What follows belongs to an exercise in optimizing a design on an open flow for small area, a short achievable clock period and few clock cycles; a production flow would make more cautious choices.
The RTL was checked by simulation tests, not by an equivalence proof against the original design.
Power figures rest on the tool's default switching activity, not on a simulated workload.

## flow/config.mk

```make
export PLATFORM = sky130hd
export DESIGN_NAME = circuit
export DESIGN_NICKNAME = circuit
export VERILOG_FILES = /design/flow/design.v
export SDC_FILE = /design/flow/constraint.sdc
export NUM_CORES = 4
export LEC_CHECK = 0
export CAP_MARGIN = 20
export CORE_MARGIN = 2
export CORE_UTILIZATION = 55
export PLACE_DENSITY = 0.7
export SETUP_SLACK_MARGIN = 5
export SLEW_MARGIN = 20
```

## flow/constraint.sdc

```tcl
create_clock -name core_clock -period 10.0 [get_ports {clk}]
set_input_delay 2.0000 -clock core_clock [delete_from_list [all_inputs] [get_ports {clk}]]
set_output_delay 2.0000 -clock core_clock [all_outputs]
set_load 0.01 [all_outputs]
```

## flow/design.v

```verilog
module circuit(input clk, nrst, in_valid, out_ack, start, input logic [7:0] in_data,
               output logic in_ack, out_valid, ready, output logic [7:0] out_data);
  localparam logic [3:0] C_END = 4'b0000, C_DOT = 4'b0001, C_COM = 4'b0010,
                         C_LB  = 4'b0100, C_RB  = 4'b0101,
                         C_INC = 4'b1000, C_DEC = 4'b1001,
                         C_RT  = 4'b1100, C_LT  = 4'b1101;
  localparam int NSTK = 3;     
  localparam int NLST = 3;     
  localparam int NPAIR = 10;   
  logic st_ready, st_run, st_read, st_skipf, st_skipb, st_fin;
  logic [7:0] pc, h, hm4, sp, depth;
  logic [7:0] acc;
  logic       wv;                   
  logic [3:0][3:0] win;             
  logic       lv;                   
  logic [3:0] lcode;
  logic [7:0] laddr;
  logic [7:0] lsp;
  logic [NLST-1:0][7:0] lstk;
  logic [3:0] enc;
  always_comb begin
    case (in_data)
      8'h2b: enc = C_INC;
      8'h2d: enc = C_DEC;
      8'h3e: enc = C_RT;
      8'h3c: enc = C_LT;
      8'h2e: enc = C_DOT;
      8'h2c: enc = C_COM;
      8'h5b: enc = C_LB;
      8'h5d: enc = C_RB;
      default: enc = C_END;
    endcase
  end
  logic [7:0][31:0][3:0] pm;        
  logic [7:0][3:0] po;              
  logic [4:0] prow1;                
  logic [7:0][4:0] pbrow;
  logic [7:0] pnext;                
  always_comb begin
    for (int b = 0; b < 8; b++) begin
      pnext[b] = 1'b0;
      for (int m = b + 1; m < 8; m++) pnext[b] = pnext[b] | (pc[2:0] == m[2:0]);
    end
    for (int b = 0; b < 8; b++) begin
      pbrow[b] = pnext[b] ? prow1 : pc[7:3];
      po[b] = pm[b][pbrow[b]];
    end
  end
  always_ff @(posedge clk)
    for (int b = 0; b < 8; b++)
      for (int r = 0; r < 32; r++)
        if (lv && laddr == {r[4:0], b[2:0]}) pm[b][r] <= lcode;
  logic [NPAIR-1:0]      pv;
  logic [NPAIR-1:0][7:0] pkey, ptgt;
  logic       phit;
  logic [7:0] ptarget;
  always_comb begin
    phit = 1'b0;
    ptarget = 8'd0;
    for (int i = 0; i < NPAIR; i++)
      if (pv[i] && pkey[i] == pc) begin
        phit = 1'b1;
        ptarget = ptarget | ptgt[i];
      end
  end
  logic [15:0][15:0][7:0] tape;     
  logic [15:0][7:0] to;             
  logic [3:0] trow1;                
  logic [15:0][3:0] tbrow;
  logic [15:0] tnext;               
  logic       twe;
  logic [7:0] twd;
  always_comb begin
    for (int b = 0; b < 16; b++) begin
      tnext[b] = 1'b0;
      for (int m = b + 1; m < 16; m++) tnext[b] = tnext[b] | (hm4[3:0] == m[3:0]);
    end
    for (int b = 0; b < 16; b++) begin
      tbrow[b] = tnext[b] ? trow1 : hm4[7:4];
      to[b] = tape[b][tbrow[b]];
    end
  end
  always_ff @(posedge clk)
    for (int b = 0; b < 16; b++)
      for (int r = 0; r < 16; r++)
        if (st_ready || (twe && h == {r[3:0], b[3:0]}))
          tape[b][r] <= st_ready ? 8'd0 : twd;
  logic [3:0] isA, isM, A, M, act, stp;
  logic [4:0] noh;                  
  logic [8:0] dsel, ksel;           
  logic       anyM, full;
  logic       opDOT, opCOM, opLB, opRB;
  logic [8:0][7:0] acck, hk, hkm4, hkp8;
  logic [8:0] zk;
  logic [7:0] cellp, hmove, hm4move;
  logic [3:0] trow1move;
  logic [15:0] hoh16, toh;          
  logic [7:0] tsel;
  logic       zero;
  always_comb begin
    for (int j = 0; j < 4; j++) begin
      isA[j] = win[j][3:2] == 2'b10;
      isM[j] = win[j][3:2] == 2'b11;
    end
    A[0] = isA[0];
    M[0] = isM[0];
    for (int j = 1; j < 4; j++) begin
      A[j] = A[j-1] & isA[j];
      M[j] = isM[j] & (A[j-1] | M[j-1]);
    end
    act = A | M;
    stp[0] = !act[0];
    for (int j = 1; j < 4; j++) stp[j] = act[j-1] & !act[j];
    noh = {act[3], stp};
    full = act[3];
    anyM = |M;
    opDOT = 1'b0; opCOM = 1'b0; opLB = 1'b0; opRB = 1'b0;
    for (int j = 0; j < 4; j++) begin
      opDOT = opDOT | (stp[j] && win[j] == C_DOT);
      opCOM = opCOM | (stp[j] && win[j] == C_COM);
      opLB  = opLB  | (stp[j] && win[j] == C_LB);
      opRB  = opRB  | (stp[j] && win[j] == C_RB);
    end
    dsel = 9'b000010000;
    ksel = 9'b000010000;
    for (int j = 0; j < 4; j++) begin
      if (A[j]) dsel = win[j][0] ? (dsel >> 1) : (dsel << 1);
      if (M[j]) ksel = win[j][0] ? (ksel >> 1) : (ksel << 1);
    end
    for (int k = 0; k < 9; k++) begin
      acck[k] = acc + 8'(k - 4);
      hk[k] = h + 8'(k - 4);
      hkm4[k] = h + 8'(k - 8);
      hkp8[k] = h + 8'(k + 8);
      zk[k] = acc == 8'(4 - k);
    end
    cellp = 8'd0;
    hmove = 8'd0;
    hm4move = 8'd0;
    trow1move = 4'd0;
    zero = 1'b0;
    for (int k = 0; k < 9; k++) begin
      cellp = cellp | ({8{dsel[k]}} & acck[k]);
      hmove = hmove | ({8{ksel[k]}} & hk[k]);
      hm4move = hm4move | ({8{ksel[k]}} & hkm4[k]);
      trow1move = trow1move | ({4{ksel[k]}} & hkp8[k][7:4]);
      zero = zero | (dsel[k] & zk[k]);
    end
    for (int b = 0; b < 16; b++) hoh16[b] = h[3:0] == b[3:0];
    toh = 16'd0;
    for (int k = 0; k < 9; k++)
      for (int b = 0; b < 16; b++)
        if (ksel[k]) toh[b] = toh[b] | hoh16[(b - k + 4) & 15];
    tsel = 8'd0;
    for (int b = 0; b < 16; b++) tsel = tsel | ({8{toh[b]}} & to[b]);
  end
  logic stk_ok;
  logic [NSTK-1:0][7:0] stka;
  logic [NSTK-1:0][3:0][3:0] stkw;
  assign stk_ok = sp != 8'd0 && sp <= NSTK;
  logic [4:0][7:0] pck;
  logic [4:0] adv;                  
  logic [7:0] pcoh8, soh;           
  logic [4:0][4:0] pck1;            
  logic [4:0] prow1_n;
  logic [7:0] hm4_n;
  logic [3:0] trow1_n;
  logic [3:0][3:0] wnext;           
  logic [7:0] pc_n, h_n, acc_n, depth_n;
  logic [3:0][3:0] win_n;
  logic       wv_n;
  logic       ex, plain, use1, useS, useT, skipf, skipb, endrun;
  logic       push, pop, dot;
  logic       fin_n, run_n, read_n, skipf_n, skipb_n, ready_n;
  always_comb begin
    for (int j = 0; j < 5; j++) pck[j] = pc + 8'(j);
    ex    = st_run && wv;
    plain = full | anyM;
    use1  = !plain && ((opDOT && !out_valid) || (opRB && zero) || (opLB && !zero));
    useS  = !plain && opRB && !zero && stk_ok;
    useT  = !plain && opLB && zero && stp[0] && phit;
    skipb = !plain && opRB && !zero && !stk_ok;
    skipf = !plain && opLB && zero && stp[0] && !phit;
    endrun = !plain && !opDOT && !opCOM && !opLB && !opRB;
    push  = ex && !plain && opLB && !zero;
    pop   = ex && !plain && opRB && zero;
    dot   = ex && !plain && opDOT && !out_valid;
    adv = 5'b00001;
    if (ex) adv = use1 ? {noh[3:0], 1'b0} : noh;
    if ((st_read && in_valid) || (st_skipf && wv)) adv = 5'b00010;
    for (int m = 0; m < 8; m++) pcoh8[m] = pc[2:0] == m[2:0];
    soh = 8'd0;
    for (int a = 0; a < 5; a++)
      for (int m = 0; m < 8; m++)
        if (adv[a]) soh[m] = soh[m] | pcoh8[(m - a) & 7];
    for (int j = 0; j < 4; j++) begin
      wnext[j] = 4'd0;
      for (int m = 0; m < 8; m++)
        wnext[j] = wnext[j] | ({4{soh[m]}} & po[(m + j) & 7]);
    end
    for (int a = 0; a < 5; a++) pck1[a] = pck[a][7:3] + 5'd1;
    pc_n = 8'd0;
    prow1_n = 5'd0;
    for (int a = 0; a < 5; a++) begin
      pc_n = pc_n | ({8{adv[a]}} & pck[a]);
      prow1_n = prow1_n | ({5{adv[a]}} & pck1[a]);
    end
    hm4_n = hm4;
    trow1_n = trow1;
    win_n = wnext;
    wv_n = 1'b1;
    h_n = h;
    acc_n = acc;
    depth_n = depth;
    run_n = st_run;
    read_n = 1'b0;
    skipf_n = st_skipf;
    skipb_n = st_skipb;
    fin_n = st_fin;
    twe = ex;
    twd = cellp;
    if (st_ready) begin
      wv_n = 1'b0;
      acc_n = 8'd0;
      if (start) begin
        run_n = 1'b1;
        pc_n = 8'd0;
        prow1_n = 5'd1;
        h_n = 8'd0;
        hm4_n = 8'd252;
        trow1_n = 4'd0;
      end
    end
    if (ex) begin
      h_n = hmove;
      hm4_n = hm4move;
      trow1_n = trow1move;
      acc_n = ksel[4] ? cellp : tsel;
      depth_n = 8'd0;
      if (useS) begin
        pc_n = stka[0];
        prow1_n = stka[0][7:3] + 5'd1;
        win_n = stkw[0];
      end else if (useT) begin
        pc_n = ptarget;
        prow1_n = ptarget[7:3] + 5'd1;
        wv_n = 1'b0;
      end
      if (opCOM) begin run_n = 1'b0; read_n = 1'b1; end
      else if (plain) ;
      else if (skipb) begin run_n = 1'b0; skipb_n = 1'b1; wv_n = 1'b0; end
      else if (skipf) begin run_n = 1'b0; skipf_n = 1'b1; end
      else if (endrun) begin run_n = 1'b0; fin_n = 1'b1; end
    end
    if (st_read) begin
      if (in_valid) begin
        acc_n = in_data;
        run_n = 1'b1;
      end else read_n = 1'b1;
    end
    if (st_skipf && wv) begin
      if (win[0] == C_LB) depth_n = depth + 8'd1;
      else if (win[0] == C_RB) begin
        depth_n = depth - 8'd1;
        if (depth == 8'd1) begin skipf_n = 1'b0; run_n = 1'b1; end
      end
    end
    if (st_skipb && wv) begin
      wv_n = 1'b0;
      pc_n = pc - 8'd1;
      prow1_n = pc_n[7:3] + 5'd1;
      if (win[0] == C_RB) depth_n = depth + 8'd1;
      else if (win[0] == C_LB) begin
        depth_n = depth - 8'd1;
        if (depth == 8'd1) begin
          pc_n = pck[1];
          prow1_n = pck1[1];
          skipb_n = 1'b0;
          run_n = 1'b1;
        end
      end
    end
    ready_n = st_ready && !start;
    if (fin_n && (!out_valid || out_ack)) begin
      fin_n = 1'b0;
      ready_n = 1'b1;
    end
  end
  always_ff @(posedge clk or negedge nrst)
    if (!nrst) begin
      st_ready <= 1'b1;
      st_run <= 1'b0;
      st_read <= 1'b0;
      st_skipf <= 1'b0;
      st_skipb <= 1'b0;
      st_fin <= 1'b0;
      ready <= 1'b1;
      in_ack <= 1'b1;
      out_valid <= 1'b0;
      wv <= 1'b0;
      pc <= 8'd0;
      prow1 <= 5'd1;
      h <= 8'd0;
      hm4 <= 8'd252;
      trow1 <= 4'd0;
      acc <= 8'd0;
      sp <= 8'd0;
      depth <= 8'd0;
      lv <= 1'b0;
      laddr <= 8'd0;
      lsp <= 8'd0;
      pv <= '0;
    end else begin
      st_ready <= ready_n;
      st_run <= run_n;
      st_read <= read_n;
      st_skipf <= skipf_n;
      st_skipb <= skipb_n;
      st_fin <= fin_n;
      ready <= ready_n;
      in_ack <= ready_n || read_n;
      out_valid <= (out_valid && !out_ack) || dot;
      wv <= wv_n;
      pc <= pc_n;
      prow1 <= prow1_n;
      h <= h_n;
      hm4 <= hm4_n;
      trow1 <= trow1_n;
      acc <= acc_n;
      depth <= depth_n;
      if (st_ready) sp <= 8'd0;
      else if (push) sp <= sp + 8'd1;
      else if (pop) sp <= sp - 8'd1;
      lv <= st_ready && !start && in_valid;
      if (st_ready && start) begin
        laddr <= 8'd0;
        lsp <= 8'd0;
      end else if (lv) begin
        laddr <= laddr + 8'd1;
        if (lcode == C_LB) lsp <= lsp + 8'd1;
        else if (lcode == C_RB) lsp <= lsp - 8'd1;
      end
      if (lv && laddr == 8'd0) pv <= '0;
      else if (lv && lcode == C_RB && lsp != 8'd0 && lsp <= NLST)
        pv <= {pv[NPAIR-2:0], 1'b1};
    end
  always_ff @(posedge clk) begin
    win <= win_n;
    if (st_ready && !start && in_valid) lcode <= enc;
    if (dot) out_data <= cellp;
    if (push && sp < NSTK) begin
      stka[0] <= pc_n;
      stkw[0] <= win_n;
      for (int i = 1; i < NSTK; i++) begin
        stka[i] <= stka[i-1];
        stkw[i] <= stkw[i-1];
      end
    end else if (pop && sp <= NSTK)
      for (int i = 0; i < NSTK - 1; i++) begin
        stka[i] <= stka[i+1];
        stkw[i] <= stkw[i+1];
      end
    if (lv && lcode == C_LB && lsp < NLST) begin
      lstk[0] <= laddr;
      for (int i = 1; i < NLST; i++) lstk[i] <= lstk[i-1];
    end else if (lv && lcode == C_RB && lsp != 8'd0 && lsp <= NLST)
      for (int i = 0; i < NLST - 1; i++) lstk[i] <= lstk[i+1];
    if (lv && lcode == C_RB && lsp != 8'd0 && lsp <= NLST) begin
      pkey[0] <= lstk[0];
      ptgt[0] <= laddr + 8'd1;
      for (int i = 1; i < NPAIR; i++) begin
        pkey[i] <= pkey[i-1];
        ptgt[i] <= ptgt[i-1];
      end
    end
  end
endmodule
```

## flow/run.sh

```bash
#!/bin/bash
# synth_recipe.tcl (not shown) runs the flow's synth.tcl, then flattens the netlist and writes it again
# the make line also repeats each setting of config.mk as NAME=value (left out here)
make -C /OpenROAD-flow-scripts/flow DESIGN_CONFIG=/design/flow/config.mk WORK_HOME=/design/flow/orfs CLKGATE_MAP_FILE= SYNTH_SCRIPT=/design/flow/synth_recipe.tcl finish
```

==> metrics.csv, run 1 <==
stage,metric,value,unit
critical_path,cpPeakStageDelay,0.75,ns
drt,first_iter_violations,11600,
drt,final_antenna_net_count,0,
clock_network,clock_path_buffers,4,
drt,wl,396,mm
sta,max_freq,199,MHz
sta,setup_violations,0,
global_route,grt_antenna_before_repair,14,
drt,drc,0,
critical_path,slowest_stage,dfrtp_1,
sta,rsz0062_at_grt,true,
clock_network,clock_latency,0.96,ns
placed_design,portBuffers,23,
logic_synthesis,synth-async-reset-ratio,0.0264,
critical_path,cp.arrival,5.81,ns
logic_synthesis,yosysSeqAreaShare,0.703,
critical_path,cp.required,10.78,ns
die,fp.dieH,520,µm
clock_network,htree_levels,5,
logic_synthesis,synth_edf_count,3340,
critical_path,crit_family,simple AND/OR/NAND/NOR gates,
placed_design,placed_area,153000,µm²
run,max-cap-violations,0,
pwr,total_power,65.2,mW
global_route,overflow,0,
placed_design,place_ws,3.10,ns
global_route,grt_usage,0.288,
logic_synthesis,synth-seq-cells,3447,
clock_network,cts_sinks,3447,
clock_network,cts_tree,done,
critical_path,path_cells,"inv_1, ha_1, nand2_1, o22ai_1, nand2_1, o221ai_1, nor3_1, o221ai_1, buf_4, o211ai_1, nand4_1, nor4_4, o22ai_1",
finish,nets,9267,
sta,worst_slew_pin_slew,1.19,ns
die,start_util,0.552,
logic_synthesis,yosysMostFrequentCell,edfxtp_1,
sta,fin_skew,0.0670,ns
sta,fin_crit,5.03,ns
critical_path,critPathMaxFanout,18,
critical_path,start_kind,flop,
logic_synthesis,synth.top_cell.area_share,0.685,
drt,dr.pass1.iters,21,
logic_synthesis,synth.cell_area,146000,µm²
finish,syn2layout_area_growth,13.6,%
finish,fin_util,0.628,
sta,fin_setup_tns,0,ns
logic_synthesis,ys_top_cells_by_count,"edfxtp_1, mux4_2, nand2_1",
logic_synthesis,synth_area_leaders,"edfxtp_1, mux4_2, mux2i_1",
pwr,leakage,54.4,nW
pwr,p_sw,25.1,mW
placed_design,dpl.hpwl,239,mm
clock_network,holdBufCountCts,0,
logic_synthesis,yosysUniqueCellTypes,117,
critical_path,end_kind,flop,
die,design.die.area,270000,µm²
hold_path,hp-class,reg2reg,
clock_network,clk_pin_slew,0.08,ns
global_route,grt_pass1_wl,577,mm
finish,final_layout_size_suffix_gt1_frac,0.226,
die,io_pins,24,
global_route,grt_pass1_vias,84600,
clock_network,cts_root_buf,clkbuf_16,
finish,design_area,166000,µm²
sta,relSlewSlack,0.203,
die,die_w,520,µm
pwr,power_density,391,nW/µm²
logic_synthesis,netlist_instances,8848,
logic_synthesis,synth_top_cell_by_area,edfxtp_1,
run_status,run_status,timing/DRC/antenna clean,
sta,slew_violations,0,
critical_path,path_buf_inv,2,
drt,via_per_inst,6.63,
pwr,pwr-share-seq,0.347,
global_route,grt_max_degree,241,
sta,min_period_over_period,0.503,
sta,hold_viol,0,
clock_network,cts-buffers-inserted,346,
pwr,vdd_drop_max,0.466,mV
logic_synthesis,synth_ff_type,edfxtp_1,
pwr,power.internal,40.1,mW
critical_path,critical_path_class,reg2reg,
logic_synthesis,syn_avg_cell_area,16.6,µm²
pwr,p_comb_frac,0.456,
placed_design,place.gp.congestion,0.972,
logic_synthesis,synth_fp_nets,8939,
sta,worst_slack,4.97,ns
pwr,clkPwrFrac,0.197,
drt,wl_per_cell,30.4,µm
drt,num_vias,86300,
die,fp.coreArea,265000,µm²
logic_synthesis,synth_warnings,1,
die,placementRows,189,
pwr,netSwitchingFraction,0.385,
## flip-flops by register name (all words and copies together) (netlist names), 10 cells and up
register	flops
lstk	24
pkey	80
pm	1024
ptgt	80
pv	10
stka	24
stkw	48
tape	2048
win	16
## cell usage in the layout (no fill, tap or decap), types with 50 or more instances in the layout
master / count
nor3_1: 67
a22oi_1: 69
and2_1: 72
o22ai_1: 82
inv_1: 63
clkinv_1: 66
mux2i_1: 238
clkbuf_16: 352
mux2i_4: 55
ha_1: 68
clkbuf_1: 73
o211ai_1: 68
o21ai_1: 55
clkinv_2: 50
xnor2_1: 133
nor2b_1: 127
mux4_2: 684
a31oi_1: 83
a211oi_1: 257
nand3_1: 94
nor2_1: 517
dfrtp_1: 69
edfxtp_1: 3340
nand2_1: 584
mux2_2: 89
buf_4: 461
o21ai_0: 357
a21oi_1: 293
## power groups by stage
stage               Combinational, mW  Sequential (mW)  Clock (mW)
floorplan                        18.0             22.3           0
global placement                 27.2             22.6           0
detailed placement               27.6             22.8           0
CTS                              28.7             22.6        13.0
global route                     31.3             22.8        13.6
finish                           29.7             22.6        12.9
## per-stage QoR
| step | std cells | hold slack [ns] |
|---|---|---|
| global placement | 12300 | 0.430 |
| finish | 13000 | 0.448 |
| global route | 13000 | 0.460 |
| floorplan | 8848 | 0.421 |
| CTS | 12900 | 0.448 |
| detailed placement | 12300 | 0.433 |
## final timing paths
path                               start  endpoint  slack (ns)  cells after the start
worst max-delay path                h[2]    acc[5]        4.97                     13
worst min-delay path            ptgt[21]  ptgt[29]        0.45                      0
worst max register to register      h[2]    acc[5]        4.97                     13
worst min register to register  ptgt[21]  ptgt[29]        0.45                      0
max in group asynchronous           nrst    acc[2]        7.46                      2
min in group asynchronous           nrst    lsp[5]        1.10                      1
## per-layer routing
metal	vias up	wire length, µm	share of wire	global-route usage
met1	44500	156000	0.39	0.410
met2	4827	183000	0.46	0.439
li1	36200	-	-	-
met3	742	43100	0.11	0.0722
met4	2	14100	0.036	0.0977
met5	-	11	0.000028	0
## area by class of cell
type | count | area (µm²)
Clock buffer | 425 | 9050
Multi-Input combinational cell | 4766 | 42800
Antenna cell | 21 | 52.6
Timing Repair Buffer | 541 | 4720
Inverter | 74 | 314
Sequential cell | 3447 | 103000
Clock inverter | 199 | 2150
Tap cell | 3533 | 4420
Fill cell | 18300 | 98600
## timing repair
action,CTS,global route
resized for setup,147,70
gates cloned,5,6
endpoints found under the setup margin,286,566
pin swaps,12,10
buffers inserted,42,24
## cells by family after synthesis
family | share of synthesized area
simple gates | 0.0561
fa+ha+maj | 0.00677
xor+xnor | 0.0105
compound gates | 0.0728
mux | 0.134
flops | 0.703
buf+inv | 0.0171
Testbench counts, summed over its fixed seeds: cycles 234,471.
==> run 2, diff against run 1 <==
--- a/flow/design.v
+++ b/flow/design.v
@@ -10,3 +10,3 @@
   logic st_ready, st_run, st_read, st_skipf, st_skipb, st_fin;
-  logic [7:0] pc, h, hm4, sp, depth;
+  logic [7:0] pc, h, sp, depth;
   logic [7:0] acc;
@@ -35,15 +35,5 @@
   logic [7:0][3:0] po;              
-  logic [4:0] prow1;                
-  logic [7:0][4:0] pbrow;
-  logic [7:0] pnext;                
-  always_comb begin
-    for (int b = 0; b < 8; b++) begin
-      pnext[b] = 1'b0;
-      for (int m = b + 1; m < 8; m++) pnext[b] = pnext[b] | (pc[2:0] == m[2:0]);
-    end
-    for (int b = 0; b < 8; b++) begin
-      pbrow[b] = pnext[b] ? prow1 : pc[7:3];
-      po[b] = pm[b][pbrow[b]];
-    end
-  end
+  logic [7:0][4:0] pbrow;           
+  always_comb
+    for (int b = 0; b < 8; b++) po[b] = pm[b][pbrow[b]];
   always_ff @(posedge clk)
@@ -67,17 +57,7 @@
   logic [15:0][7:0] to;             
-  logic [3:0] trow1;                
-  logic [15:0][3:0] tbrow;
-  logic [15:0] tnext;               
+  logic [15:0][3:0] tbrow;          
   logic       twe;
   logic [7:0] twd;
-  always_comb begin
-    for (int b = 0; b < 16; b++) begin
-      tnext[b] = 1'b0;
-      for (int m = b + 1; m < 16; m++) tnext[b] = tnext[b] | (hm4[3:0] == m[3:0]);
-    end
-    for (int b = 0; b < 16; b++) begin
-      tbrow[b] = tnext[b] ? trow1 : hm4[7:4];
-      to[b] = tape[b][tbrow[b]];
-    end
-  end
+  always_comb
+    for (int b = 0; b < 16; b++) to[b] = tape[b][tbrow[b]];
   always_ff @(posedge clk)
@@ -160,10 +140,13 @@
   assign stk_ok = sp != 8'd0 && sp <= NSTK;
-  logic [4:0][7:0] pck;
-  logic [4:0] adv;                  
+  logic [5:0][7:0] pck;
+  logic [5:0][4:0] pck1;            
+  logic [4:0] nsel;                 
   logic [7:0] pcoh8, soh;           
-  logic [4:0][4:0] pck1;            
-  logic [4:0] prow1_n;
-  logic [7:0] hm4_n;
-  logic [3:0] trow1_n;
-  logic [3:0][3:0] wnext;           
+  logic [4:0][3:0] w5;              
+  logic [7:0] pcA, pcB;             
+  logic [4:0] prA, prB;
+  logic [7:0] pcX;                  
+  logic [4:0] prX;
+  logic [7:0][4:0] pbA, pbB, pbX, pbrow_n;
+  logic [15:0][3:0] tbrow_n;
   logic [7:0] pc_n, h_n, acc_n, depth_n;
@@ -171,3 +154,3 @@
   logic       wv_n;
-  logic       ex, plain, use1, useS, useT, skipf, skipb, endrun;
+  logic       ex, plain, use1, useS, useT, skipf, skipb, endrun, takeB;
   logic       push, pop, dot;
@@ -175,6 +158,11 @@
   always_comb begin
-    for (int j = 0; j < 5; j++) pck[j] = pc + 8'(j);
+    for (int j = 0; j < 6; j++) begin
+      pck[j] = pc + 8'(j);
+      pck1[j] = pck[j][7:3] + 5'd1;
+    end
+    pcX = st_skipb ? pc - 8'd1 : opRB ? stka[0] : ptarget;
+    prX = pcX[7:3] + 5'd1;
     ex    = st_run && wv;
     plain = full | anyM;
-    use1  = !plain && ((opDOT && !out_valid) || (opRB && zero) || (opLB && !zero));
+    use1  = opCOM || (!plain && ((opDOT && !out_valid) || (opRB && zero) || (opLB && !zero)));
     useS  = !plain && opRB && !zero && stk_ok;
@@ -187,5 +175,4 @@
     dot   = ex && !plain && opDOT && !out_valid;
-    adv = 5'b00001;
-    if (ex) adv = use1 ? {noh[3:0], 1'b0} : noh;
-    if ((st_read && in_valid) || (st_skipf && wv)) adv = 5'b00010;
+    takeB = (ex && use1) || (st_skipf && wv);
+    nsel = ex ? noh : 5'b00001;
     for (int m = 0; m < 8; m++) pcoh8[m] = pc[2:0] == m[2:0];
@@ -194,18 +181,35 @@
       for (int m = 0; m < 8; m++)
-        if (adv[a]) soh[m] = soh[m] | pcoh8[(m - a) & 7];
-    for (int j = 0; j < 4; j++) begin
-      wnext[j] = 4'd0;
+        if (nsel[a]) soh[m] = soh[m] | pcoh8[(m - a) & 7];
+    for (int j = 0; j < 5; j++) begin
+      w5[j] = 4'd0;
       for (int m = 0; m < 8; m++)
-        wnext[j] = wnext[j] | ({4{soh[m]}} & po[(m + j) & 7]);
+        w5[j] = w5[j] | ({4{soh[m]}} & po[(m + j) & 7]);
     end
-    for (int a = 0; a < 5; a++) pck1[a] = pck[a][7:3] + 5'd1;
-    pc_n = 8'd0;
-    prow1_n = 5'd0;
+    pcA = 8'd0; pcB = 8'd0; prA = 5'd0; prB = 5'd0;
     for (int a = 0; a < 5; a++) begin
-      pc_n = pc_n | ({8{adv[a]}} & pck[a]);
-      prow1_n = prow1_n | ({5{adv[a]}} & pck1[a]);
+      pcA = pcA | ({8{nsel[a]}} & pck[a]);
+      pcB = pcB | ({8{nsel[a]}} & pck[a+1]);
+      prA = prA | ({5{nsel[a]}} & pck1[a]);
+      prB = prB | ({5{nsel[a]}} & pck1[a+1]);
+    end
+    for (int b = 0; b < 8; b++) begin
+      pbA[b] = pcA[7:3];
+      pbB[b] = pcB[7:3];
+      pbX[b] = pcX[7:3];
+      for (int m = b + 1; m < 8; m++) begin
+        if (pcA[2:0] == m[2:0]) pbA[b] = prA;
+        if (pcB[2:0] == m[2:0]) pbB[b] = prB;
+        if (pcX[2:0] == m[2:0]) pbX[b] = prX;
+      end
+    end
+    if (takeB) begin
+      pc_n = pcB;
+      pbrow_n = pbB;
+      win_n = w5[4:1];
+    end else begin
+      pc_n = pcA;
+      pbrow_n = pbA;
+      win_n = w5[3:0];
     end
-    hm4_n = hm4;
-    trow1_n = trow1;
-    win_n = wnext;
+    tbrow_n = tbrow;
     wv_n = 1'b1;
@@ -215,3 +219,3 @@
     run_n = st_run;
-    read_n = 1'b0;
+    read_n = st_read;
     skipf_n = st_skipf;
@@ -222,12 +226,9 @@
     if (st_ready) begin
-      wv_n = 1'b0;
+      pc_n = 8'd0;
+      pbrow_n = '0;
+      h_n = 8'd0;
+      for (int b = 0; b < 16; b++) tbrow_n[b] = (b >= 12) ? 4'd15 : 4'd0;
       acc_n = 8'd0;
-      if (start) begin
-        run_n = 1'b1;
-        pc_n = 8'd0;
-        prow1_n = 5'd1;
-        h_n = 8'd0;
-        hm4_n = 8'd252;
-        trow1_n = 4'd0;
-      end
+      wv_n = 1'b0;
+      run_n = start;
     end
@@ -235,4 +236,7 @@
       h_n = hmove;
-      hm4_n = hm4move;
-      trow1_n = trow1move;
+      for (int b = 0; b < 16; b++) begin
+        tbrow_n[b] = hm4move[7:4];
+        for (int m = b + 1; m < 16; m++)
+          if (hm4move[3:0] == m[3:0]) tbrow_n[b] = trow1move;
+      end
       acc_n = ksel[4] ? cellp : tsel;
@@ -240,8 +244,8 @@
       if (useS) begin
-        pc_n = stka[0];
-        prow1_n = stka[0][7:3] + 5'd1;
+        pc_n = pcX;
+        pbrow_n = pbX;
         win_n = stkw[0];
       end else if (useT) begin
-        pc_n = ptarget;
-        prow1_n = ptarget[7:3] + 5'd1;
+        pc_n = pcX;
+        pbrow_n = pbX;
         wv_n = 1'b0;
@@ -254,7 +258,6 @@
     end
-    if (st_read) begin
-      if (in_valid) begin
-        acc_n = in_data;
-        run_n = 1'b1;
-      end else read_n = 1'b1;
+    if (st_read && in_valid) begin
+      acc_n = in_data;
+      read_n = 1'b0;
+      run_n = 1'b1;
     end
@@ -269,4 +272,4 @@
       wv_n = 1'b0;
-      pc_n = pc - 8'd1;
-      prow1_n = pc_n[7:3] + 5'd1;
+      pc_n = pcX;
+      pbrow_n = pbX;
       if (win[0] == C_RB) depth_n = depth + 8'd1;
@@ -275,4 +278,4 @@
         if (depth == 8'd1) begin
-          pc_n = pck[1];
-          prow1_n = pck1[1];
+          pc_n = pcB;
+          pbrow_n = pbB;
           skipb_n = 1'b0;
@@ -301,6 +304,3 @@
       pc <= 8'd0;
-      prow1 <= 5'd1;
       h <= 8'd0;
-      hm4 <= 8'd252;
-      trow1 <= 4'd0;
       acc <= 8'd0;
@@ -324,6 +324,3 @@
       pc <= pc_n;
-      prow1 <= prow1_n;
       h <= h_n;
-      hm4 <= hm4_n;
-      trow1 <= trow1_n;
       acc <= acc_n;
@@ -333,4 +330,4 @@
       else if (pop) sp <= sp - 8'd1;
-      lv <= st_ready && !start && in_valid;
-      if (st_ready && start) begin
+      lv <= st_ready && in_valid;
+      if (!st_ready) begin
         laddr <= 8'd0;
@@ -348,7 +345,9 @@
     win <= win_n;
-    if (st_ready && !start && in_valid) lcode <= enc;
+    pbrow <= pbrow_n;
+    tbrow <= tbrow_n;
+    lcode <= enc;
     if (dot) out_data <= cellp;
     if (push && sp < NSTK) begin
-      stka[0] <= pc_n;
-      stkw[0] <= win_n;
+      stka[0] <= pcB;
+      stkw[0] <= w5[4:1];
       for (int i = 1; i < NSTK; i++) begin
==> flow/flow/run.sh (new file) <==
#!/bin/bash
# The standard layout (the standard.sh, unchanged synthesis and steps), with timing
# repair asked to leave 6 ns of setup slack at the design's clock period.
set -euo pipefail
bash standard.sh SETUP_SLACK_MARGIN=6 finish > standard_make.log 2>&1
==> flow/standard.sh (new file) <==
#!/bin/bash
# synth_recipe.tcl (not shown) runs the flow's synth.tcl, then flattens the netlist and writes it again
# the make line also repeats each setting of config.mk as NAME=value (left out here)
make -C /OpenROAD-flow-scripts/flow DESIGN_CONFIG=/design/flow/config.mk WORK_HOME=/design/flow/orfs CLKGATE_MAP_FILE= SYNTH_SCRIPT=/design/flow/synth_recipe.tcl "${@:-finish}"
--- a/flow/config.mk
+++ b/flow/config.mk
@@ -11,3 +11,2 @@
 export PLACE_DENSITY = 0.7
-export SETUP_SLACK_MARGIN = 5
 export SLEW_MARGIN = 20
removed: flow/run.sh
==> run 2 against run 1 <==
  * Fmax rose by 25%
  * Via count down 1.1%
  * Still clean
  * Synthesized cell count down 4.0%
  * Critical path type unchanged
  * Sequential share of layout area rose by 0.33 points
==> metrics.csv, run 2 <==
stage,metric,value,unit,change
critical_path,crit_family,simple AND/OR/NAND/NOR gates,,
pwr,leakage,52.0,nW,-4.3%
placed_design,portBuffers,23,,unchanged
sta,finalHoldWorstSlack,0.443,ns,-0.00522 ns
global_route,grt_pass1_wl,584,mm,+1.3%
critical_path,path_cells,"buf_12, xor2_4, buf_4, a2111oi_4, nor3_1, o21ai_2, buf_4, and2_4, o32ai_1, or3_4, a21o_1, or4_1, o31a_1",,
global_route,grtUsageMet2,0.429,,-0.0101
pwr,netSwitchingFraction,0.353,,-0.0318
die,placementRows,191,,+1.1%
finish,final_layout_size_suffix_gt1_frac,0.256,,+0.0308
global_route,grt_max_degree,142,,-41%
critical_path,slowest_stage,or4_1,,
drt,drc,0,,unchanged
pwr,power_density,342,nW/µm²,-13%
clock_network,clock_latency,0.98,ns,+0.02 ns
pwr,clkPwrFrac,0.229,,+0.032
drt,wl_per_cell,31.7,µm,+4.3%
pwr,p_sw,20.5,mW,-18%
die,start_util,0.553,,about the same
pwr,p_comb_frac,0.363,,-0.093
placed_design,placed_area,155000,µm²,+1.4%
run,max-cap-violations,0,,unchanged
finish,design_area,169000,µm²,+1.7%
global_route,grt_antenna_before_repair,23,,+9
placed_design,dpl.hpwl,252,mm,+5.7%
logic_synthesis,ys_top_cells_by_count,"edfxtp_1, mux4_2, nor2_1",,
clock_network,cts_sinks,3536,,+2.6%
logic_synthesis,synth-async-reset-ratio,0.0215,,-0.00491
critical_path,end_kind,flop,,
finish,reg_top3,"tape (2048), pm (1024)",,
die,fp.dieH,526,µm,+1.1%
global_route,busiest_layer,met2,,
finish,regMostFlops,tape,,
critical_path,critical_path_class,reg2reg,,
sta,fin_setup_tns,0,ns,unchanged
global_route,overflow,0,,unchanged
sta,min_period_over_period,0.404,,-0.0991
sta,slew_violations,0,,unchanged
finish,syn2layout_area_growth,13.1,%,
die,design.die.area,276000,µm²,+2.2%
drt,final_antenna_net_count,0,,unchanged
clock_network,cts-buffers-inserted,357,,+3.2%
logic_synthesis,synth-seq-cells,3536,,+2.6%
clock_network,cts_root_buf,clkbuf_16,,
logic_synthesis,syn_avg_cell_area,17.6,µm²,+6.5%
clock_network,cts_tree,done,,
finish,final_cell_mix,"edfxtp_1, mux4_2, nor2_1",,
logic_synthesis,synth_warnings,1,,unchanged
critical_path,cp.arrival,4.86,ns,-0.95 ns
logic_synthesis,netlist_instances,8490,,-4.0%
global_route,grt_use_met3,0.0719,,-0.000316
drt,wl,402,mm,+1.5%
die,io_pins,24,,unchanged
die,die_w,526,µm,+1.1%
die,fp.coreArea,271000,µm²,+2.1%
finish,fillers,18600,,+1.5%
logic_synthesis,synth_fp_nets,8586,,-3.9%
logic_synthesis,synth_area_leaders,"edfxtp_1, mux4_2, nor2_1",,
pwr,pwr-share-seq,0.408,,+0.061
finish,final_common_cell,edfxtp_1,,
pwr,power.internal,37.4,mW,-6.6%
critical_path,cp.required,10.81,ns,+0.03 ns
sta,worst_slew_pin_slew,1.05,ns,-0.141 ns
critical_path,start_kind,flop,,
logic_synthesis,yosysSeqAreaShare,0.703,,about the same
logic_synthesis,synth_ff_type,edfxtp_1,,
hold_path,hp-class,reg2reg,,
logic_synthesis,synth_top_cell_by_area,edfxtp_1,,
sta,fin_crit,4.04,ns,-0.991 ns
clock_network,clock_path_buffers,4,,unchanged
sta,setup_violations,0,,unchanged
pwr,vdd_drop_max,0.336,mV,-28%
logic_synthesis,synth_edf_count,3400,,+1.8%
global_route,met1_usage,0.426,,+0.0157
sta,max_freq,248,MHz,+25%
sta,hold_viol,0,,unchanged
run_status,run_status,timing/DRC/antenna clean,,
critical_path,critPathMaxFanout,17,,-1
logic_synthesis,synth.cell_area,150000,µm²,+2.2%
logic_synthesis,synth.top_cell.area_share,0.682,,-0.00274
critical_path,cpMostUsedCell,buf_4,,
drt,dr.pass1.iters,15,,-29%
critical_path,cpPeakStageDelay,0.60,ns,-0.15 ns
logic_synthesis,yosysUniqueCellTypes,103,,-12%
placed_design,place.gp.congestion,0.964,,-0.86%
sta,rsz0062_at_grt,true,,
global_route,grt_usage,0.287,,-0.00113
drt,first_iter_violations,13500,,+16%
critical_path,path_buf_inv,3,,+1
sta,relSlewSlack,0.288,,+0.0844
finish,largest_reg_flops,2048,,unchanged
global_route,grt_pass1_vias,83900,,-0.77%
sta,fin_skew,0.0792,ns,+0.0122 ns
clock_network,clk_pin_slew,0.07,ns,about the same
logic_synthesis,yosysMostFrequentCell,edfxtp_1,,
drt,num_vias,85300,,-1.1%
drt,via_per_inst,6.74,,+1.6%
finish,nets,8877,,-4.2%
clock_network,htree_levels,5,,unchanged
-- run 2: kinds of logic after synthesis --
logic type | Yosys count | share of synthesized area
compound gates | 1226 | 0.0542
xor+xnor | 233 | 0.0136
fa+ha+maj | 83 | 0.00704
buf+inv | 650 | 0.0169
flops | 3536 | 0.703
mux | 1094 | 0.154
simple gates | 1668 | 0.0513
-- run 2: what timing repair did --
item | in CTS | in global routing
hold buffers | 0 | 0
setup buffers | 46 | 39
gates cloned | 6 | 5
pin swaps | 19 | 24
resized for setup | 217 | 111
setup endpoints to repair | 2199 | 1109
-- run 2: worst register-to-register path, cell delays in order (launching register included) --
cell	delay [ns]
dfxtp_4	0.35
buf_12	0.14
xor2_4	0.17
buf_4	0.17
a2111oi_4	0.43
nor3_1	0.12
o21ai_2	0.14
buf_4	0.31
and2_4	0.41
o32ai_1	0.21
or3_4	0.44
a21o_1	0.18
or4_1	0.60
o31a_1	0.29
-- run 2: worst paths after layout --
kind | startpoint | end | slack [ns] | depth (start not counted)
min in group asynchronous | nrst | pv[0] | 1.03 | 1
worst min-delay path | ptgt[58] | ptgt[66] | 0.44 | 0
worst max register to register | win[0] | acc[4] | 5.96 | 13
worst max-delay path | win[0] | acc[4] | 5.96 | 13
worst min register to register | ptgt[58] | ptgt[66] | 0.44 | 0
max in group asynchronous | nrst | h[2] | 7.63 | 2
-- run 2: metrics by stage --
step	worst slack (ns)	utilization	power, mW	std cells
after floorplan	3.63	-	35.6	8490
after global placement	4.39	0.574	42.8	11900
after detailed placement	4.19	0.574	43.4	11900
after CTS	5.94	0.622	57.3	12600
after global routing	5.81	0.625	59.8	12600
final	5.96	0.625	57.9	12700
-- run 2: area by class of cell --
cell class | instances | area (µm²) | area share
diodes | 19 | 47.5 | 0.000281
clock buffers | 424 | 9230 | 0.0545
clock inverters | 227 | 2410 | 0.0143
inverters | 70 | 300 | 0.00177
multi-input cells | 4307 | 43200 | 0.255
flip-flops and latches | 3536 | 105000 | 0.622
well taps | 3570 | 4470 | 0.0264
repair buffers | 509 | 4370 | 0.0258
-- run 2: per-layer routing --
layer  wire length (µm)  part of all wire
met5                 72           0.00018
met1             161000              0.40
met2             183000              0.46
met4              11100             0.028
met3              46400              0.12
-- run 2: power groups by stage --
stage	Combinational [mW]	Sequential, mW	Clock, mW
6_report	21.0	23.6	13.3
3_3_place_gp	19.2	23.6	0
2_1_floorplan	12.5	23.1	0
5_1_grt	21.9	23.9	14.0
4_1_cts	20.2	23.6	13.4
3_5_place_dp	19.5	23.9	0
Testbench counts of run 2, summed over its fixed seeds: cycles 234,471.
==> run 3, diff against run 2 <==
==> flow/flow/run.sh (replaced) <==
#!/bin/bash
# The standard layout (the standard.sh, unchanged synthesis and steps), with timing
# repair asked to leave 6.5 ns of setup slack at the design's clock period.
set -euo pipefail
bash standard.sh SETUP_SLACK_MARGIN=6.5 finish > standard_make.log 2>&1
--- a/flow/config.mk
+++ b/flow/config.mk
@@ -9,4 +9,6 @@
 export CORE_MARGIN = 2
-export CORE_UTILIZATION = 55
-export PLACE_DENSITY = 0.7
+export CORE_UTILIZATION = 60
+export CTS_CLUSTER_DIAMETER = 70
+export CTS_CLUSTER_SIZE = 24
+export PLACE_DENSITY = 0.72
 export SLEW_MARGIN = 20
==> run 3 against run 2 <==
  * Critical endpoint is now acc[1]
  * Combinational power grew 26%
  * Clock skew down 0.0053 ns
  * Register-to-register slack better by 0.14 ns
  * Highest routed layer unchanged
  * Via count grew 4.1%
  * Count of clock-buffer cells in the layout shrank 215
  * Still clean
  * Synthesized area unchanged
  * Setup slack gained 0.14 ns
==> metrics.csv, run 3 <==
stage,metric,value,unit,change
global_route,grt_max_degree,248,,+75%
hold_path,worstHoldPathCells,0,,unchanged
critical_path,path_cells,"buf_4, and3_4, a2111oi_4, buf_4, buf_6, nor3_4, o21ai_2, buf_6, buf_12, o22ai_2, or4_4, or4_4, a22o_1, a211o_1, o31a_1",,
drt,dr.pass1.iters,14,,-1
pwr,power_density,344,nW/µm²,+0.64%
finish,regMostFlops,tape,,
critical_path,cp.arrival,4.67,ns,-0.19 ns
logic_synthesis,synth_warnings,1,,unchanged
global_route,grt_antenna_before_repair,25,,+8.7%
logic_synthesis,ys_top_cells_by_count,"edfxtp_1, mux4_2, nor2_1",,
global_route,overflow,0,,unchanged
critical_path,critical_path_class,reg2reg,,
finish,final_cell_mix,"edfxtp_1, mux4_2, buf_4",,
placed_design,place_ws,4.32,ns,+0.130 ns
finish,reg_top3,"tape (2048), pm (1024)",,
finish,fillers,15600,,-16%
critical_path,regToRegSetupSlack,6.10,ns,+0.14 ns
global_route,grt_usage,0.329,,+0.0416
finish,layoutNonFillerInstCount,12400,,-2.1%
logic_synthesis,synth-async-reset-ratio,0.0215,,unchanged
drt,wl_per_cell,35.1,µm,+11%
clock_network,clock_path_buffers,3,,-1
drt,final_antenna_net_count,0,,unchanged
clock_network,htree_levels,4,,-1
sta,hold_viol,0,,unchanged
placed_design,place_inst,11700,,-1.9%
drt,num_vias,88800,,+4.1%
logic_synthesis,yosysMostFrequentCell,edfxtp_1,,
clock_network,cts_root_buf,clkbuf_16,,
drt,wl,435,mm,+8.3%
clock_network,clock_latency,0.91,ns,-0.07 ns
drt,drc,0,,unchanged
global_route,grt_pass1_wl,598,mm,+2.5%
die,design.die.area,253000,µm²,-8.3%
sta,relSlewSlack,0.161,,-0.127
hold_path,whs_endpoint,ptgt[31],,
placed_design,dpl.hpwl,254,mm,+0.73%
critical_path,reg2reg_from,win[6],,
sta,finalHoldWorstSlack,0.445,ns,+0.00182 ns
critical_path,r2r_end,acc[1],,
critical_path,end_kind,flop,,
die,placementRows,183,,-4.2%
logic_synthesis,syn_avg_cell_area,17.6,µm²,unchanged
finish,multi_input_area,45200,µm²,+4.6%
logic_synthesis,yosysSeqAreaShare,0.703,,unchanged
drt,via_per_inst,7.16,,+6.3%
global_route,grt_pass1_vias,84000,,+0.030%
sta,slew_violations,0,,unchanged
logic_synthesis,synth_area_leaders,"edfxtp_1, mux4_2, nor2_1",,
logic_synthesis,netlist_instances,8490,,unchanged
hold_path,hp-class,reg2reg,,
finish,final-seq-area,105000,µm²,about the same
critical_path,slowest_stage,or4_4,,
finish,nets,9058,,+2.0%
finish,final_common_cell,edfxtp_1,,
sta,rsz0062_at_grt,true,,
sta,worst_slack,6.10,ns,+0.141 ns
critical_path,cpPeakStageDelay,0.60,ns,about the same
critical_path,path_buf_inv,5,,+2
clock_network,cts-buffers-inserted,183,,-49%
critical_path,crit_family,simple AND/OR/NAND/NOR gates,,
die,die_w,503,µm,-4.2%
drt,first_iter_violations,15700,,+16%
placed_design,placed_area,155000,µm²,-0.13%
die,fp.coreArea,248000,µm²,-8.2%
clock_network,clk_pin_slew,0.09,ns,+0.02 ns
clock_network,cts_tree,done,,
sta,fin_setup_tns,0,ns,unchanged
run_status,run_status,timing/DRC/antenna clean,,
sta,max_freq,256,MHz,+3.6%
logic_synthesis,synth_fp_nets,8586,,unchanged
logic_synthesis,yosysUniqueCellTypes,103,,unchanged
run,max-cap-violations,0,,unchanged
finish,final_layout_size_suffix_gt1_frac,0.297,,+0.0401
critical_path,critPathMaxFanout,10,,-7
clock_network,cts_sinks,3536,,unchanged
logic_synthesis,synth_top_cell_by_area,edfxtp_1,,
die,start_util,0.603,,+0.0497
critical_path,worst-r2r-cell-count,15,,+2
pwr,leakage,52.2,nW,+0.24%
logic_synthesis,synth.cell_area,150000,µm²,unchanged
placed_design,place.gp.congestion,0.981,,+1.8%
logic_synthesis,synth-seq-cells,3536,,unchanged
finish,design_area,170000,µm²,+0.50%
placed_design,portBuffers,23,,unchanged
die,io_pins,24,,unchanged
finish,syn2layout_area_growth,13.7,%,
finish,fin_util,0.685,,+0.0596
logic_synthesis,synth_edf_count,3400,,unchanged
sta,fin_skew,0.0739,ns,-0.00532 ns
pwr,total_power,58.5,mW,+1.1%
logic_synthesis,synth.top_cell.area_share,0.682,,unchanged
sta,fin_crit,3.90,ns,-0.141 ns
critical_path,start_kind,flop,,
critical_path,cp.required,10.77,ns,-0.04 ns
sta,worst_slew_pin_slew,1.25,ns,+0.200 ns
logic_synthesis,synth_ff_type,edfxtp_1,,
die,fp.dieH,503,µm,-4.2%
sta,min_period_over_period,0.390,,-0.0141
sta,setup_violations,0,,unchanged
hold_path,hp-start,ptgt[23],,
finish,largest_reg_flops,2048,,unchanged
pwr,vdd_drop_max,0.349,mV,+3.9%
[run 3: worst register-to-register path: stages, from the launching register on]
cell       delay (ns)
dfxtp_4          0.40
buf_4            0.18
and3_4           0.23
a2111oi_4        0.36
buf_4            0.19
buf_6            0.11
nor3_4           0.03
o21ai_2          0.16
buf_6            0.13
buf_12           0.11
o22ai_2          0.06
or4_4            0.49
or4_4            0.60
a22o_1           0.27
a211o_1          0.26
o31a_1           0.24
[run 3: what timing repair did]
item                                     CTS  global route
setup buffers                            205           142
cloned                                    31            61
endpoints found under the setup margin  3640          2172
gates resized for setup                  693           379
hold buffers                               0             0
pin swaps                                 93           114
[run 3: worst max path at each step]
stage,start,to,slack (ns),cells after the start
2_1_floorplan,lcode[2],lstk[0],3.63,3
3_3_place_gp,win[0],tape[771],4.48,14
3_5_place_dp,win[0],tape[771],4.32,14
4_1_cts,win[0],acc[4],6.21,17
5_1_grt,win[0],sp[7],6.01,20
6_report,win[6],acc[1],6.10,15
[run 3: cell type report]
cell class                      instances  share of cell area
Clock inverter                         66             0.00492
Tap cell                             3330              0.0245
Inverter                               70             0.00185
Antenna cell                           18            0.000265
Timing Repair Buffer                  857              0.0555
Multi-Input combinational cell       4314               0.266
Sequential cell                      3536               0.619
Clock buffer                          209              0.0284
[run 3: layer usage]
| metal | GRT usage | part of all wire | vias to the layer above |
|---|---|---|---|
| met1 | 0.481 | 0.37 | 45800 |
| met2 | 0.490 | 0.45 | 6641 |
| li1 | - | - | 35300 |
| met4 | 0.0970 | 0.037 | 26 |
| met5 | 0 | 0.00071 | - |
| met3 | 0.0900 | 0.14 | 1056 |
[run 3: cells by family (layout without fill, tap and decap cells)]
family	count (synthesis)	in the layout	synth area share
XOR/XNOR	233	233	0.0136
adder cells (fa/ha/maj)	83	83	0.00704
AND/OR/NAND/NOR	1668	1677	0.0513
flip-flops	3536	3536	0.703
other	0	18	0
AO/OA/AOI/OAI	1226	1227	0.0542
buffers and inverters	650	1202	0.0169
multiplexers	1094	1094	0.154
[run 3: report_power, final]
group	internal [mW]	switching, mW	total (mW)
clock network	3.73	4.70	8.43
logic	10.8	15.7	26.5
registers	22.0	1.67	23.7
==> run 4, diff against run 3 <==
--- a/flow/design.v
+++ b/flow/design.v
@@ -155,3 +155,3 @@
   logic       ex, plain, use1, useS, useT, skipf, skipb, endrun, takeB;
-  logic       push, pop, dot;
+  logic       push, pop, popb, dot;
   logic       fin_n, run_n, read_n, skipf_n, skipb_n, ready_n;
@@ -175,2 +175,3 @@
     dot   = ex && !plain && opDOT && !out_valid;
+    popb  = st_skipb && wv && win[0] == C_LB && depth == 8'd1;
     takeB = (ex && use1) || (st_skipf && wv);
@@ -270,14 +271,16 @@
     end
-    if (st_skipb && wv) begin
-      wv_n = 1'b0;
+    if (st_skipb) begin
       pc_n = pcX;
       pbrow_n = pbX;
-      if (win[0] == C_RB) depth_n = depth + 8'd1;
-      else if (win[0] == C_LB) begin
-        depth_n = depth - 8'd1;
-        if (depth == 8'd1) begin
-          pc_n = pcB;
-          pbrow_n = pbB;
-          skipb_n = 1'b0;
-          run_n = 1'b1;
+      if (wv) begin
+        if (win[0] == C_RB) depth_n = depth + 8'd1;
+        else if (win[0] == C_LB) begin
+          depth_n = depth - 8'd1;
+          if (depth == 8'd1) begin
+            pc_n = pcB;
+            pbrow_n = pbB;
+            wv_n = 1'b0;
+            skipb_n = 1'b0;
+            run_n = 1'b1;
+          end
         end
@@ -329,3 +332,3 @@
       else if (push) sp <= sp + 8'd1;
-      else if (pop) sp <= sp - 8'd1;
+      else if (pop || popb) sp <= sp - 8'd1;
       lv <= st_ready && in_valid;
==> run 4 against run 3 <==
  * Via count decreased by 3.5%
  * Sequential cell count unchanged
  * Register-to-register slack improved by 0.06 ns
  * Non-clock buffer count decreased by 202
  * Clock skew decreased by 0.018 ns
  * Global-route usage decreased by 1.1 points
  * Largest power group unchanged
  * Highest routed layer is now met4
==> metrics.csv, run 4 <==
stage,metric,value,unit,change
run_status,run_status,timing/DRC/antenna clean,,
placed_design,placed_area,154000,µm²,-0.83%
global_route,grt_max_degree,113,,-54%
logic_synthesis,synth.cell_area,150000,µm²,about the same
die,fp.coreArea,248000,µm²,unchanged
pwr,power_density,317,nW/µm²,-7.8%
logic_synthesis,synth_top_cell_by_area,edfxtp_1,,
logic_synthesis,yosysMostFrequentCell,edfxtp_1,,
sta,relSlewSlack,0.111,,-0.0505
finish,final_layout_size_suffix_gt1_frac,0.300,,+0.00377
logic_synthesis,synth_warnings,1,,unchanged
global_route,grt_pass1_vias,81000,,-3.6%
global_route,grt_pass1_wl,578,mm,-3.4%
logic_synthesis,synth_edf_count,3400,,unchanged
die,start_util,0.603,,about the same
finish,reg_top3,"tape (2048), pm (1024)",,
logic_synthesis,netlist_instances,8326,,-1.9%
sta,setup_violations,0,,unchanged
pwr,leakage,51.0,nW,-2.2%
pwr,p_sw,20.5,mW,-7.1%
clock_network,cts-buffers-inserted,186,,+1.6%
logic_synthesis,synth_fp_nets,8422,,-1.9%
sta,worst_slew_pin_slew,1.33,ns,+0.0764 ns
clock_network,cts_root_buf,clkbuf_16,,
drt,via_per_inst,7.10,,-0.90%
placed_design,place.gp.congestion,0.953,,-2.9%
finish,fillers,15700,,+0.54%
sta,fin_skew,0.0563,ns,-0.0176 ns
finish,multi_input_area,46200,µm²,+2.0%
logic_synthesis,syn_avg_cell_area,18.0,µm²,+2.0%
pwr,netSwitchingFraction,0.382,,+0.00535
finish,regMostFlops,tape,,
sta,hold_viol,0,,unchanged
finish,final-seq-area,105000,µm²,about the same
critical_path,reg2reg_from,win[0],,
pwr,clkPwrFrac,0.160,,+0.016
drt,drc,0,,unchanged
global_route,overflow,0,,unchanged
clock_network,htree_levels,4,,unchanged
clock_network,clock_latency,0.91,ns,about the same
critical_path,start_kind,flop,,
pwr,p_comb_frac,0.445,,-0.007
logic_synthesis,yosysUniqueCellTypes,110,,+6.8%
drt,first_iter_violations,13200,,-16%
critical_path,critPathMaxFanout,5,,-5
finish,final_cell_mix,"edfxtp_1, mux4_2, nor2_1",,
sta,fin_setup_tns,0,ns,unchanged
drt,wl_per_cell,34.8,µm,-0.96%
critical_path,r2r_end,tbrow[57],,
hold_path,worstHoldPathCells,0,,unchanged
finish,nets,8716,,-3.8%
drt,final_antenna_net_count,0,,unchanged
clock_network,cts_sinks,3536,,unchanged
sta,rsz0062_at_grt,true,,
die,io_pins,24,,unchanged
placed_design,dpl.hpwl,253,mm,-0.62%
critical_path,cp.required,10.61,ns,-0.16 ns
logic_synthesis,synth_ff_type,edfxtp_1,,
critical_path,cp-startpoint,win[0],,
placed_design,portBuffers,23,,unchanged
logic_synthesis,synth-async-reset-ratio,0.0215,,unchanged
hold_path,hp-class,reg2reg,,
sta,min_period_over_period,0.384,,-0.00627
die,die_w,504,µm,about the same
drt,dr.pass1.iters,6,,-8
finish,syn2layout_area_growth,12.9,%,
clock_network,clock_path_buffers,3,,unchanged
pwr,total_power,53.6,mW,-8.4%
drt,num_vias,85600,,-3.5%
logic_synthesis,yosysSeqAreaShare,0.702,,about the same
finish,fin_util,0.681,,-0.00443
critical_path,end_kind,flop,,
sta,fin_crit,3.84,ns,-0.0627 ns
sta,slew_violations,0,,unchanged
die,design.die.area,254000,µm²,about the same
pwr,pwr-share-seq,0.395,,-0.009
logic_synthesis,synth.top_cell.area_share,0.682,,about the same
finish,final_common_cell,edfxtp_1,,
clock_network,clk_pin_slew,0.09,ns,about the same
run,max-cap-violations,0,,unchanged
logic_synthesis,ys_top_cells_by_count,"edfxtp_1, mux4_2, nor2_1",,
hold_path,hp-start,ptgt[37],,
clock_network,cts_tree,done,,
pwr,power.internal,33.1,mW,-9.2%
logic_synthesis,synth-seq-cells,3536,,unchanged
finish,design_area,169000,µm²,-0.65%
clock_network,holdBufCountCts,0,,unchanged
global_route,grt_usage,0.317,,-0.0113
global_route,grt_antenna_before_repair,18,,-28%
critical_path,worst-r2r-cell-count,14,,-1
drt,wl,420,mm,-3.6%
critical_path,regToRegSetupSlack,6.16,ns,+0.06 ns
hold_path,whs_endpoint,ptgt[45],,
finish,largest_reg_flops,2048,,unchanged
die,placementRows,183,,unchanged
critical_path,cp.arrival,4.45,ns,-0.22 ns
die,fp.dieH,504,µm,about the same
sta,max_freq,261,MHz,+1.6%
critical_path,critical_path_class,reg2reg,,
logic_synthesis,synth_area_leaders,"edfxtp_1, mux4_2, o21bai_1",,
pwr,vdd_drop_max,0.369,mV,+5.7%
[run 4: through the flow]
stage | hold slack (ns) | cells | setup WS (ns)
after floorplan | 0.422 | 8326 | 3.59
after global placement | 0.429 | 11300 | 3.98
after detailed placement | 0.434 | 11300 | 4.10
after CTS | 0.443 | 11800 | 6.14
after global routing | 0.460 | 12100 | 6.14
final | 0.447 | 12100 | 6.16
[run 4: kinds of logic (layout without fill, tap and decap cells)]
| group | after synthesis | after routing | share of synthesized area |
|---|---|---|---|
| flops | 3536 | 3536 | 0.702 |
| simple gates | 1439 | 1453 | 0.0441 |
| compound gates | 1267 | 1267 | 0.0603 |
| mux | 1120 | 1120 | 0.156 |
| buf+inv | 650 | 1042 | 0.0171 |
| xor+xnor | 231 | 231 | 0.0135 |
| fa+ha+maj | 83 | 83 | 0.00703 |
| other cells | 0 | 8 | 0 |
[run 4: repair_timing]
item / 4_1_cts / 5_1_grt
setup buffers: 122 / 238
resized for setup: 569 / 610
setup endpoints to repair: 4259 / 2702
endpoints found under the hold margin: 0 / 0
cloned: 22 / 49
pin swaps: 41 / 114
[run 4: power groups by stage]
stage               registers, mW  logic [mW]  clock network [mW]
floorplan                    20.8        12.5                   0
global placement             21.5        18.7                   0
detailed placement           21.6        19.0                   0
CTS                          21.2        20.6                8.67
global route                 21.3        24.7                9.16
finish                       21.2        23.8                8.60
[run 4: how the worst max path moves through the flow]
stage | to | slack (ns) | cells after the start
3_5_place_dp | tape[1269] | 4.10 | 9
2_1_floorplan | lstk[0] | 3.59 | 3
5_1_grt | sp[7] | 6.14 | 18
3_3_place_gp | tape[629] | 3.98 | 9
6_report | tbrow[57] | 6.16 | 14
4_1_cts | acc[5] | 6.14 | 13
[run 4: area by class of cell]
| class | count | share of cell area |
|---|---|---|
| Multi-Input combinational cell | 4154 | 0.273 |
| Clock buffer | 233 | 0.0294 |
| Tap cell | 3330 | 0.0246 |
| Timing Repair Buffer | 655 | 0.0425 |
| Inverter | 87 | 0.00219 |
| Clock inverter | 67 | 0.00544 |
| Antenna cell | 8 | 0.000118 |
| Sequential cell | 3536 | 0.623 |
[run 4: layer usage]
metal	track usage	routed length, µm	vias to the layer above
li1	-	-	34500
met1	0.471	162000	44800
met2	0.474	191000	5459
met3	0.0751	50400	946
met4	0.0987	16900	0
met5	0	0	-
[run 4: worst max-delay path, stage by stage, from the launching register on]
cell and delay, ns:
dfxtp_4 0.43, buf_12 0.14, xor2_4 0.25, buf_6 0.14
nand3_2 0.08, o311a_4 0.18, buf_6 0.13, a211oi_4 0.58
buf_4 0.23, o21ai_4 0.08, o211ai_1 0.20, nand3_4 0.21
and2_4 0.24, nor3_4 0.29, mux2_2 0.38
Testbench counts of run 4, summed over its fixed seeds: cycles 234,471.
==> run 5, diff against run 4 <==
--- a/flow/config.mk
+++ b/flow/config.mk
@@ -7,3 +7,3 @@
 export LEC_CHECK = 0
-export CAP_MARGIN = 20
+export CAP_MARGIN = 10
 export CORE_MARGIN = 2
@@ -13,2 +13,2 @@
 export PLACE_DENSITY = 0.72
-export SLEW_MARGIN = 20
+export SLEW_MARGIN = 10
==> run 5 against run 4 <==
  * Via count is 0.64% lower
  * Sequential cell count stayed put
  * Cell count is 0.38% lower
  * Combinational power hardly changed
  * Clock power hardly changed
  * Clock skew is 0.014 ns lower
  * Count of clock-buffer cells in the layout is 17 lower
  * Global-route usage hardly changed
  * First-iteration DRC count is 2.8% lower
  * Total power is 0.21% lower
  * Largest power group unchanged
==> metrics.csv, run 5 <==
stage,metric,value,unit,change
finish,final_cell_mix,"edfxtp_1, mux4_2, nor2_1",,
critical_path,critPathMaxFanout,7,,+2
pwr,netSwitchingFraction,0.380,,-0.00177
sta,rsz0062_at_grt,true,,
finish,design_area,169000,µm²,-0.31%
die,start_util,0.603,,unchanged
global_route,grt_antenna_before_repair,21,,+3
clock_network,cts_tree,done,,
critical_path,critical_path_class,reg2reg,,
logic_synthesis,synth-async-reset-ratio,0.0215,,unchanged
die,die_w,504,µm,unchanged
pwr,p_sw,20.4,mW,-0.67%
die,fp.dieH,504,µm,unchanged
logic_synthesis,yosysSeqAreaShare,0.702,,unchanged
sta,setup_violations,0,,unchanged
sta,fin_skew,0.0426,ns,-0.0137 ns
drt,wl,417,mm,-0.64%
finish,final_common_cell,edfxtp_1,,
sta,fin_setup_tns,0,ns,unchanged
die,design.die.area,254000,µm²,unchanged
logic_synthesis,synth-seq-cells,3536,,unchanged
placed_design,dpl.hpwl,253,mm,about the same
logic_synthesis,synth.top_cell.area_share,0.682,,unchanged
pwr,vdd_drop_max,0.308,mV,-16%
clock_network,clock_latency,0.90,ns,about the same
sta,hold_viol,0,,unchanged
sta,worst_slew_pin_slew,1.26,ns,-0.0656 ns
global_route,overflow,0,,unchanged
critical_path,start_kind,flop,,
critical_path,worst-r2r-cell-count,12,,-2
run_status,run_status,timing/DRC/antenna clean,,
logic_synthesis,synth.cell_area,150000,µm²,unchanged
logic_synthesis,synth_fp_nets,8422,,unchanged
pwr,p_comb_frac,0.444,,about the same
pwr,power.internal,33.2,mW,about the same
logic_synthesis,ys_top_cells_by_count,"edfxtp_1, mux4_2, nor2_1",,
finish,fin_util,0.679,,-0.00211
logic_synthesis,synth_ff_type,edfxtp_1,,
die,placementRows,183,,unchanged
global_route,grt_pass1_vias,80600,,-0.44%
drt,drc,0,,unchanged
clock_network,htree_levels,4,,unchanged
global_route,grt_max_degree,113,,unchanged
placed_design,portBuffers,23,,unchanged
drt,wl_per_cell,34.7,µm,-0.26%
global_route,grt_pass1_wl,577,mm,-0.18%
die,io_pins,24,,unchanged
pwr,pwr-share-seq,0.396,,about the same
drt,via_per_inst,7.08,,-0.26%
sta,max_freq,265,MHz,+1.7%
critical_path,cp.required,10.63,ns,+0.02 ns
logic_synthesis,synth_edf_count,3400,,unchanged
clock_network,cts_root_buf,clkbuf_16,,
critical_path,regToRegSetupSlack,6.23,ns,+0.06 ns
finish,regMostFlops,tape,,
clock_network,holdBufCountCts,0,,unchanged
sta,slew_violations,0,,unchanged
clock_network,clock_path_buffers,3,,unchanged
drt,num_vias,85100,,-0.64%
clock_network,cts-buffers-inserted,185,,-0.54%
critical_path,cp.arrival,4.40,ns,-0.05 ns
finish,final_layout_size_suffix_gt1_frac,0.293,,-0.00723
pwr,total_power,53.5,mW,-0.21%
finish,syn2layout_area_growth,12.5,%,
sta,finalHoldWorstSlack,0.447,ns,-0.0000210 ns
logic_synthesis,synth_top_cell_by_area,edfxtp_1,,
global_route,grt_usage,0.317,,about the same
hold_path,worstHoldPathCells,0,,unchanged
drt,first_iter_violations,12900,,-2.8%
sta,fin_crit,3.77,ns,-0.0627 ns
critical_path,reg2reg_from,win[2],,
placed_design,placed_area,154000,µm²,about the same
finish,reg_top3,"tape (2048), pm (1024)",,
hold_path,whs_endpoint,ptgt[19],,
finish,largest_reg_flops,2048,,unchanged
die,fp.coreArea,248000,µm²,unchanged
sta,relSlewSlack,0.155,,+0.0442
logic_synthesis,netlist_instances,8326,,unchanged
logic_synthesis,synth_warnings,1,,unchanged
drt,dr.pass1.iters,7,,+1
logic_synthesis,yosysMostFrequentCell,edfxtp_1,,
pwr,power_density,318,nW/µm²,+0.10%
pwr,leakage,50.7,nW,-0.50%
sta,min_period_over_period,0.377,,-0.00627
finish,fillers,15800,,+0.34%
pwr,clkPwrFrac,0.160,,about the same
logic_synthesis,synth_area_leaders,"edfxtp_1, mux4_2, o21bai_1",,
clock_network,clk_pin_slew,0.09,ns,about the same
hold_path,hp-class,reg2reg,,
logic_synthesis,yosysUniqueCellTypes,110,,unchanged
run,max-cap-violations,0,,unchanged
hold_path,hp-start,ptgt[11],,
clock_network,cts_sinks,3536,,unchanged
logic_synthesis,syn_avg_cell_area,18.0,µm²,unchanged
finish,nets,8679,,-0.42%
critical_path,end_kind,flop,,
drt,final_antenna_net_count,0,,unchanged
placed_design,place.gp.congestion,0.953,,unchanged
critical_path,r2r_end,tbrow[59],,
-- run 5: cell counts after synthesis --
Identical to the previous run, type by type.
-- run 5: stage by stage --
stage	setup slack [ns]	instances
finish	6.23	12000
global route	6.02	12000
CTS	6.24	11800
detailed placement	3.70	11300
global placement	3.98	11300
floorplan	3.59	8326
-- run 5: worst max path at each step --
stage	start	end	slack, ns	cells past startpoint
after floorplan	lcode[2]	lstk[0]	3.59	3
after global placement	win[7]	tape[629]	3.98	9
after detailed placement	win[7]	tape[629]	3.70	9
after CTS	win[7]	tbrow[51]	6.24	11
after global routing	win[0]	sp[7]	6.02	18
final	win[2]	tbrow[59]	6.23	12
-- run 5: layout make-up --
type                    instances  area, µm²  share of cell area
diodes                          6       15.0           0.0000891
clock buffers                 216       4860              0.0288
clock inverters                76       1010             0.00597
inverters                      87        368             0.00218
multi-input cells            4154      46100               0.273
flip-flops and latches       3536     105000               0.625
well taps                    3330       4170              0.0247
repair buffers                619       6790              0.0403
-- run 5: logic make-up (layout without fill, tap and decap cells) --
group	after synthesis	after routing	share of synthesized area
XOR/XNOR	231	231	0.0135
AND/OR/NAND/NOR	1439	1452	0.0441
multiplexers	1120	1120	0.156
other	0	6	0
adder cells (fa/ha/maj)	83	83	0.00703
buffers and inverters	650	998	0.0171
AO/OA/AOI/OAI	1267	1268	0.0603
flip-flops	3536	3536	0.702
-- run 5: critical path: stages (launching register included) --
cell     delay, ns
dfxtp_4       0.42
buf_6         0.12
buf_6         0.09
nand4_1       0.20
o311a_4       0.46
mux4_2        0.56
a21o_4        0.26
buf_12        0.15
nand4_1       0.12
xnor2_2       0.13
or2_4         0.33
nor3_4        0.33
mux2_4        0.34
-- run 5: routing by layer --
| layer | GRT usage | part of all wire |
|---|---|---|
| met5 | 0 | 0.00018 |
| met4 | 0.0950 | 0.037 |
| met3 | 0.0768 | 0.12 |
| met2 | 0.474 | 0.46 |
| met1 | 0.471 | 0.39 |
-- run 5: timing repair --
action | in CTS | in global routing
cloned | 20 | 42
pin swaps | 33 | 145
endpoints found under the setup margin | 4328 | 2541
setup buffers | 115 | 219
gates resized for setup | 554 | 541
-- run 5: power groups by stage --
stage / sequential [mW] / clock, mW / combinational [mW]
after floorplan: 20.8 / 0 / 12.5
after global placement: 21.5 / 0 / 18.7
after detailed placement: 21.6 / 0 / 19.0
after CTS: 21.2 / 8.67 / 20.6
after global routing: 21.3 / 9.14 / 24.6
final: 21.2 / 8.59 / 23.8

re-timing with driven ports:
In the flow no input, the clock included, has a driving cell. The finished layouts below were timed again as built, in two steps. Step 1 assumes that a clkbuf_16 drives the clock port and a buf_2 every other input. Step 2 adds t to the input delays and takes it off the output delays; t is the mean of the earliest and latest rising clock arrival at the registers after step 1. Input paths then give back, and output paths get back, about the clock's delay inside the block. Three values: ideal, step 1, step 2; two values: the first two.
run	t (ns)	slack for setup (ns)	hold slack, ns
run 1	1.006	4.969 / 4.969 / 4.329	0.448 / 0.448 / 0.448
run 2	1.023	5.960 / 5.960 / 5.290	0.443 / 0.443 / 0.443
run 3	0.966	6.101 / 6.101 / 5.536	0.445 / 0.445 / 0.445
run 4	0.972	6.164 / 6.164 / 5.389	0.447 / 0.447 / 0.447
run 5	0.977	6.226 / 6.226 / 5.448	0.447 / 0.447 / 0.447
After both steps setup and hold are still met in every run listed. The setup slack of run 5, which loses most, moves by 0.000 ns with the drivers and by -0.778 ns with both steps.
